Background: an optimization exercise with open tools, aiming at small area, a short achievable clock period and few clock cycles. Do not read the settings as production practice. Where RTL was checked, it was by simulation tests only, not by an equivalence proof against the original. No activity file was given, so power comes from the tool's default toggle rates.

==> trial 66 <==
## layer1
module layer1(
input clk,
input reset_n,
input waitrequest,
input readdatavalid,
input [15:0] readdata,
output chipselect,
output [1:0] byteenable,
output reg read_n,
output reg write_n,
output reg [15:0] writedata,
output reg [31:0] address,
input ready,
output reg done
);
	localparam K  = 5;           
	localparam KW = 3;           
	localparam M  = 7;           
	localparam MW = 3;           
	localparam [10:0] IC0   = 11'd992;    
	localparam [10:0] ICEND = 11'd1776;   
	localparam [9:0]  WC0   = 10'd320;    
	localparam [9:0]  WCEND = 10'd520;    
	localparam [17:0] WB0   = 18'd400;    
	localparam [17:0] ROW   = 18'd784;    
	assign chipselect = 1'b1;
	assign byteenable = 2'b11;
	reg run;                  
	reg fin;                  
	reg clr;                  
	reg wph;                  
	reg rq_img, rq_wt, rq_wr;
	wire active = rq_img | rq_wt | rq_wr;
	wire acc_ok = active & ~waitrequest;
	reg [10:0] ic;            
	reg [9:0]  wc;            
	reg [17:0] wb;            
	reg [KW-1:0] kk;          
	reg [MW-1:0] ahead;       
	reg [MW-1:0] avail;       
	reg [M-1:0]  mk;          
	reg [7:0] tg;
	reg [3:0] wp, rp;
	reg rdv_q, rtg_q;
	reg [15:0] rd_q;
	reg [15:0] acc [0:K-1];
	wire last_k = (kk == K-1);
	wire zc   = (avail != 0) & ~mk[0];
	wire bc   = rq_wt & last_k & acc_ok;
	wire cons = zc | bc;
	wire img_resp = rdv_q & rtg_q;
	wire wt_resp  = rdv_q & ~rtg_q;
	wire nz = |rd_q;
	wire cons_pre = zc | (rq_wt & last_k);
	wire p_bit    = cons_pre ? mk[1] : mk[0];
	wire p_known  = cons_pre ? (avail > 1) : (avail != 0);
	wire ic_end   = rq_img ? (ic == ICEND - 1) : (ic == ICEND);
	wire [MW:0] ahead_post = ahead + rq_img - cons_pre;
	wire nxt_wt   = (rq_wt & ~last_k) | (p_known & p_bit);
	wire nxt_img  = ~nxt_wt & ~ic_end & (ahead_post < M);
	wire slot = ~active | ~waitrequest;
  ...
clock: 5.0 ns
lec_check: 0
abc_clock_period_in_ps: 2500
cap_margin: 20
core_margin: 2
core_utilization: 40
place_density: 0.6
setup_slack_margin: 2.4
slew_margin: 20
run.sh (not shown) runs the stock make flow with config.mk's settings and CLKGATE_MAP_FILE= SYNTH_SCRIPT=/design/flow/synth_recipe.tcl, a recipe that flattens the netlist after the stock synthesis.
==> inputs of build 60, as changes to trial 66 <==
==> flow/design.v (replaced) <==
module layer1(
input clk,
input reset_n,
input waitrequest,
input readdatavalid,
input [15:0] readdata,
output chipselect,
output [1:0] byteenable,
output reg read_n,
output reg write_n,
output reg [15:0] writedata,
output reg [31:0] address,
input ready,
output reg done
);
	localparam K  = 8;           
	localparam KW = 3;           
	localparam M  = 7;           
	localparam MW = 3;           
	localparam [10:0] IC0   = 11'd992;    
	localparam [10:0] ICEND = 11'd1776;   
	localparam [6:0]  Q0    = 7'd40;      
	localparam [6:0]  QEND  = 7'd65;      
	localparam [17:0] WB0   = 18'd400;    
	localparam [17:0] ROW   = 18'd784;    
	assign chipselect = 1'b1;
	assign byteenable = 2'b11;
	reg run;                  
	reg fin;                  
	reg clr;                  
	reg wph;                  
	reg rq_img, rq_wt, rq_wr;
	wire active = rq_img | rq_wt | rq_wr;
	wire acc_ok = active & ~waitrequest;
	reg [10:0] ic;            
	reg [6:0]  q;             
	reg [17:0] wb;            
	reg [KW-1:0] kk;          
	reg [MW-1:0] ahead;       
	reg [MW-1:0] avail;       
	reg [M-1:0]  mk;
	wire [M+1:0] mkx = {mk, 2'b00};
	wire mk_cur  = mkx[avail + 1];
	wire mk_nxt  = mkx[avail];
	reg [7:0] tg;
	reg [3:0] nq;             
	wire [8:0] tgx = {tg, 1'b0};
	reg [15:0] acc [0:K-1];
	wire last_k = &kk;
	wire zc   = (avail != 0) & ~mk_cur;
	wire bc   = rq_wt & last_k & acc_ok;
	wire cons = zc | bc;
	wire rtg      = tgx[nq];
	wire img_resp = readdatavalid & rtg;
	wire wt_resp  = readdatavalid & ~rtg;
	wire nz = |readdata;
	wire av1      = (avail != 0);
	wire av2      = (avail > 1);
	wire cons_pre = rq_wt ? last_k : (av1 & ~mk_cur);
	wire nxt_nz   = av2 & mk_nxt;
	wire nxt_wt   = rq_wt ? (~last_k | nxt_nz) : (av1 & (mk_cur | nxt_nz));
	wire ic_end   = rq_img ? (ic == ICEND - 1) : (ic == ICEND);
	wire ahead_ok = (rq_img & ~cons_pre) ? (ahead < M - 1) :
	                (~rq_img & cons_pre) ? 1'b1 : (ahead < M);
	wire nxt_img  = ~nxt_wt & ~ic_end & ahead_ok;
	wire slot = ~active | ~waitrequest;
	wire pass_end = run & ~wph & ~active & (ic == ICEND) & (ahead == 0) &
	                (nq == 0);
	reg [17:0] wb_step;
	always @(*) begin
		if (rq_wt & last_k)
			wb_step = 18'd1 - ROW * (K - 1);
		else if (rq_wt | rq_wr)
			wb_step = ROW;
		else
			wb_step = 18'd1;
	end
	wire [17:0] wb_sum = wb + wb_step;
	wire [15:0] acc_sum = acc[0] + readdata;
	wire wb_en = (rq_wt & acc_ok) | (rq_wr & acc_ok & ~last_k) | (~rq_wt & ~rq_wr & zc);
	integer j;
	always @(posedge clk) begin
		if (!reset_n) begin
			run <= 1'b0;
			fin <= 1'b0;
			clr <= 1'b0;
			wph <= 1'b0;
			rq_img <= 1'b0;
			rq_wt <= 1'b0;
			rq_wr <= 1'b0;
		end else if (!run) begin
			if (fin) begin
				if (!ready) fin <= 1'b0;
			end else if (ready) begin
				run <= 1'b1;
				clr <= 1'b1;
				wph <= 1'b0;
			end
		end else begin
			if (clr) begin
				if (last_k) begin
					clr <= 1'b0;
					rq_img <= 1'b1;
				end
			end else if (slot) begin
				if (wph) begin
					if (last_k) begin
						wph <= 1'b0;
						rq_wr <= 1'b0;
						if (q == QEND - 1) begin
							run <= 1'b0;
							fin <= 1'b1;
						end else begin
							rq_img <= 1'b1;
						end
					end
				end else if (pass_end) begin
					wph <= 1'b1;
					rq_wr <= 1'b1;
				end else begin
					rq_wt <= nxt_wt;
					rq_img <= nxt_img;
				end
			end
		end
	end
	always @(posedge clk) begin
		if (!run) begin
			ic <= IC0;
			q <= Q0;
			wb <= WB0;
			kk <= 0;
			ahead <= 0;
			avail <= 0;
			nq <= 0;
		end else begin
			if (rq_img & acc_ok)
				ic <= ic + 1'b1;
			else if (wph & acc_ok & last_k)
				ic <= IC0;
			if (rq_wr & acc_ok & last_k)
				q <= q + 1'b1;
			if (wb_en)
				wb <= wb_sum;
			if (((rq_wt | rq_wr) & acc_ok) | clr)
				kk <= kk + 1'b1;
			ahead <= ahead + (rq_img & acc_ok) - cons;
			avail <= avail + img_resp - cons;
			nq <= nq + ((rq_img | rq_wt) & acc_ok) - readdatavalid;
		end
	end
	always @(posedge clk) begin
		if ((rq_img | rq_wt) & acc_ok)
			tg <= {tg[6:0], rq_img};
		if (img_resp)
			mk <= {mk[M-2:0], nz};
	end
	always @(posedge clk) begin
		if (wt_resp | clr | (rq_wr & acc_ok)) begin
			for (j = 0; j < K - 1; j = j + 1)
				acc[j] <= acc[j + 1];
			acc[K - 1] <= wt_resp ? acc_sum : 16'd0;
		end
	end
	always @(*) begin
		read_n = ~(rq_img | rq_wt);
		write_n = ~rq_wr;
		address = ({32{rq_img}} & {12'd0, 8'h92, ic, 1'b0}) |
		          ({32{rq_wt}}  & {13'd0, wb, 1'b0}) |
		          ({32{rq_wr}}  & {12'd0, 9'hC3, q, kk, 1'b0});
		writedata = acc[0];
		done = fin & ready;
	end
endmodule
==> inputs of build 93, as changes to trial 66 <==
==> flow/design.v (replaced) <==
module layer1(
input clk,
input reset_n,
input waitrequest,
input readdatavalid,
input [15:0] readdata,
output chipselect,
output [1:0] byteenable,
output reg read_n,
output reg write_n,
output reg [15:0] writedata,
output reg [31:0] address,
input ready,
output reg done
);
	localparam K  = 8;           
	localparam KW = 3;           
	localparam M  = 7;           
	localparam MW = 3;           
	localparam [10:0] IC0   = 11'd992;    
	localparam [10:0] ICEND = 11'd1776;   
	localparam [6:0]  Q0    = 7'd40;      
	localparam [6:0]  QEND  = 7'd65;      
	localparam [17:0] WB0   = 18'd400;    
	localparam [17:0] ROW   = 18'd784;    
	assign chipselect = 1'b1;
	assign byteenable = 2'b11;
	reg run;                  
	reg fin;                  
	reg clr;                  
	reg wph;                  
	reg rq_img, rq_wt, rq_wr;
	wire active = rq_img | rq_wt | rq_wr;
	wire acc_ok = active & ~waitrequest;
	reg [10:0] ic;            
	reg [6:0]  q;             
	reg [17:0] wb;            
	reg [KW-1:0] kk;          
	reg [MW-1:0] ahead;       
	reg [MW-1:0] avail;       
	reg [M-1:0]  mk;
	wire [M+1:0] mkx = {mk, 2'b00};
	wire mk_cur  = mkx[avail + 1];
	wire mk_nxt  = mkx[avail];
	reg [7:0] tg;
	reg [3:0] nq;             
	wire [8:0] tgx = {tg, 1'b0};
	reg [15:0] acc [0:K-1];
	wire last_k = &kk;
	wire zc   = (avail != 0) & ~mk_cur;
	wire bc   = rq_wt & last_k & acc_ok;
	wire cons = zc | bc;
	wire rtg      = tgx[nq];
	wire img_resp = readdatavalid & rtg;
	wire wt_resp  = readdatavalid & ~rtg;
	wire nz = |readdata;
	wire av1      = (avail != 0);
	wire av2      = (avail > 1);
	wire cons_pre = rq_wt ? last_k : (av1 & ~mk_cur);
	wire nxt_nz   = av2 & mk_nxt;
	wire nxt_wt   = rq_wt ? (~last_k | nxt_nz) : (av1 & (mk_cur | nxt_nz));
	wire ic_end   = rq_img ? (ic == ICEND - 1) : (ic == ICEND);
	wire ahead_ok = (rq_img & ~cons_pre) ? (ahead < M - 1) :
	                (~rq_img & cons_pre) ? 1'b1 : (ahead < M);
	wire nxt_img  = ~nxt_wt & ~ic_end & ahead_ok;
	wire slot = ~active | ~waitrequest;
	wire pass_end = run & ~wph & ~active & (ic == ICEND) & (ahead == 0) &
	                (nq == 0);
	reg [17:0] wb_step;
	always @(*) begin
		if (rq_wt & last_k)
			wb_step = 18'd1 - ROW * (K - 1);
		else if (rq_wt | rq_wr)
			wb_step = ROW;
		else
			wb_step = 18'd1;
	end
	wire [17:0] wb_sum = wb + wb_step;
	wire [15:0] acc_sum = acc[0] + readdata;
	wire wb_en = (rq_wt & acc_ok) | (rq_wr & acc_ok & ~last_k) | (~rq_wt & ~rq_wr & zc);
	integer j;
	always @(posedge clk) begin
		if (!reset_n) begin
			run <= 1'b0;
			fin <= 1'b0;
			clr <= 1'b0;
			wph <= 1'b0;
			rq_img <= 1'b0;
			rq_wt <= 1'b0;
			rq_wr <= 1'b0;
		end else if (!run) begin
			if (fin) begin
				if (!ready) fin <= 1'b0;
			end else if (ready) begin
				run <= 1'b1;
				clr <= 1'b1;
				wph <= 1'b0;
			end
		end else begin
			if (clr) begin
				if (last_k) begin
					clr <= 1'b0;
					rq_img <= 1'b1;
				end
			end else if (slot) begin
				if (wph) begin
					if (last_k) begin
						wph <= 1'b0;
						rq_wr <= 1'b0;
						if (q == QEND - 1) begin
							run <= 1'b0;
							fin <= 1'b1;
						end else begin
							rq_img <= 1'b1;
						end
					end
				end else if (pass_end) begin
					wph <= 1'b1;
					rq_wr <= 1'b1;
				end else begin
					rq_wt <= nxt_wt;
					rq_img <= nxt_img;
				end
			end
		end
	end
	always @(posedge clk) begin
		if (!run) begin
			ic <= IC0;
			q <= Q0;
			wb <= WB0;
			kk <= 0;
			ahead <= 0;
			avail <= 0;
			nq <= 0;
		end else begin
			if (pass_end)
				ic <= {1'b1, q, 3'b000};
			else if ((rq_img | (rq_wr & ~last_k)) & acc_ok)
				ic <= ic + 1'b1;
			else if (rq_wr & acc_ok & last_k)
				ic <= IC0;
			if (rq_wr & acc_ok & last_k)
				q <= q + 1'b1;
			if (wb_en)
				wb <= wb_sum;
			if (((rq_wt | rq_wr) & acc_ok) | clr)
				kk <= kk + 1'b1;
			ahead <= ahead + (rq_img & acc_ok) - cons;
			avail <= avail + img_resp - cons;
			nq <= nq + ((rq_img | rq_wt) & acc_ok) - readdatavalid;
		end
	end
	always @(posedge clk) begin
		if ((rq_img | rq_wt) & acc_ok)
			tg <= {tg[6:0], rq_img};
		if (img_resp)
			mk <= {mk[M-2:0], nz};
	end
	always @(posedge clk) begin
		if (wt_resp | clr | (rq_wr & acc_ok)) begin
			for (j = 0; j < K - 1; j = j + 1)
				acc[j] <= acc[j + 1];
			acc[K - 1] <= wt_resp ? acc_sum : 16'd0;
		end
	end
	always @(*) begin
		read_n = ~(rq_img | rq_wt);
		write_n = ~rq_wr;
		address = rq_wt ? {13'd0, wb, 1'b0} :
		          {12'd0, (rq_img ? 8'h92 : 8'h61), ic, 1'b0};
		writedata = acc[0];
		done = fin & ready;
	end
endmodule
==> flow/flow/run.sh (new file) <==
#!/bin/bash
# Layout: the standard flow (standard.sh, synthesis included, unchanged)
# with two resizer choices changed: ports get buf_4 buffers instead of the
# smallest buffer cell, and timing repair may change a cell's footprint when
# it resizes it. The whole make output goes to flow.log; ORFS keeps each
# step's own log under orfs/logs/.
set -euo pipefail
sed 's|"\${@:-finish}"|BUFFER_PORTS_ARGS="-buffer_cell sky130_fd_sc_hd__buf_4" MATCH_CELL_FOOTPRINT=0 "${@:-finish}"|' standard.sh > standard_mod.sh
grep -q 'MATCH_CELL_FOOTPRINT=0' standard_mod.sh
bash standard_mod.sh > flow.log 2>&1
==> flow/standard.sh (new file) <==
#!/bin/bash
# synth_recipe.tcl (not shown) runs the flow's synth.tcl, then flattens the netlist and writes it again
# the make line also repeats each setting of config.mk as NAME=value (left out here)
make -C /OpenROAD-flow-scripts/flow DESIGN_CONFIG=/design/flow/config.mk WORK_HOME=/design/flow/orfs CLKGATE_MAP_FILE= SYNTH_SCRIPT=/design/flow/synth_recipe.tcl "${@:-finish}"
==> flow/config.mk (replaced) <==
export PLATFORM = sky130hd
export DESIGN_NAME = layer1
export DESIGN_NICKNAME = layer1
export VERILOG_FILES = /design/flow/design.v
export SDC_FILE = /design/flow/constraint.sdc
export NUM_CORES = 4
export LEC_CHECK = 0
export ABC_CLOCK_PERIOD_IN_PS = 2500
export CAP_MARGIN = 20
export CORE_MARGIN = 2
export CORE_UTILIZATION = 55
export CTS_BUF_LIST = sky130_fd_sc_hd__clkbuf_4 sky130_fd_sc_hd__clkbuf_8
export PLACE_DENSITY = 0.7
export SETUP_SLACK_MARGIN = 2.4
export SLEW_MARGIN = 40
removed: flow/run.sh
==> summary of the runs <==
- Of trial 66 and build 93, build 93 has the higher sequential cell count (gap 23).
- In build 60 the die area is larger than in trial 66, by 4.3%.
- Sequential power: build 93 is larger than trial 66 (43%).
- Synthesized cell count: build 60 < trial 66 < build 93.
Testbench counts of build 60, summed over its fixed seeds: cycles 953,835.
The RTL of trial 66 and build 93 was laid out without a check of its function.

## separate check: timing with driven ports
In the flow no input, the clock included, has a driving cell. The finished layouts below were timed again as built, in two steps.
Step 1 (the two cells are an assumption about what drives the block):
set clk [get_ports {clk}]
set_driving_cell -lib_cell sky130_fd_sc_hd__clkbuf_16 $clk
set_driving_cell -lib_cell sky130_fd_sc_hd__buf_2 [delete_from_list [all_inputs] $clk]
Step 2 times the ports against the registers' clock, not the clock port: input delays grow and output delays shrink by t, the midpoint of the rising clock arrivals with the driver on.
Three values: ideal ports, drivers, drivers and shift; two values: the first two.
run | shift t [ns] | setup WS [ns] | hold slack, ns | worst setup path at the end | latest minus earliest clock arrival (ns)
trial 66 | 0.470 | 2.184 / 2.184 / 2.042 | 0.414 / 0.414 / 0.414 | input to register | 0.012 / 0.012
build 60 | 0.468 | 2.397 / 2.390 / 1.948 | 0.415 / 0.415 / 0.415 | input to register | 0.013 / 0.014
build 93 | 0.518 | 2.439 / 2.402 / 1.923 | 0.420 / 0.420 / 0.420 | input to register | 0.015 / 0.015
After both steps every run listed still meets setup and hold. The setup slack of build 93, which loses most, moves by -0.037 ns with the drivers and by -0.516 ns with both steps.
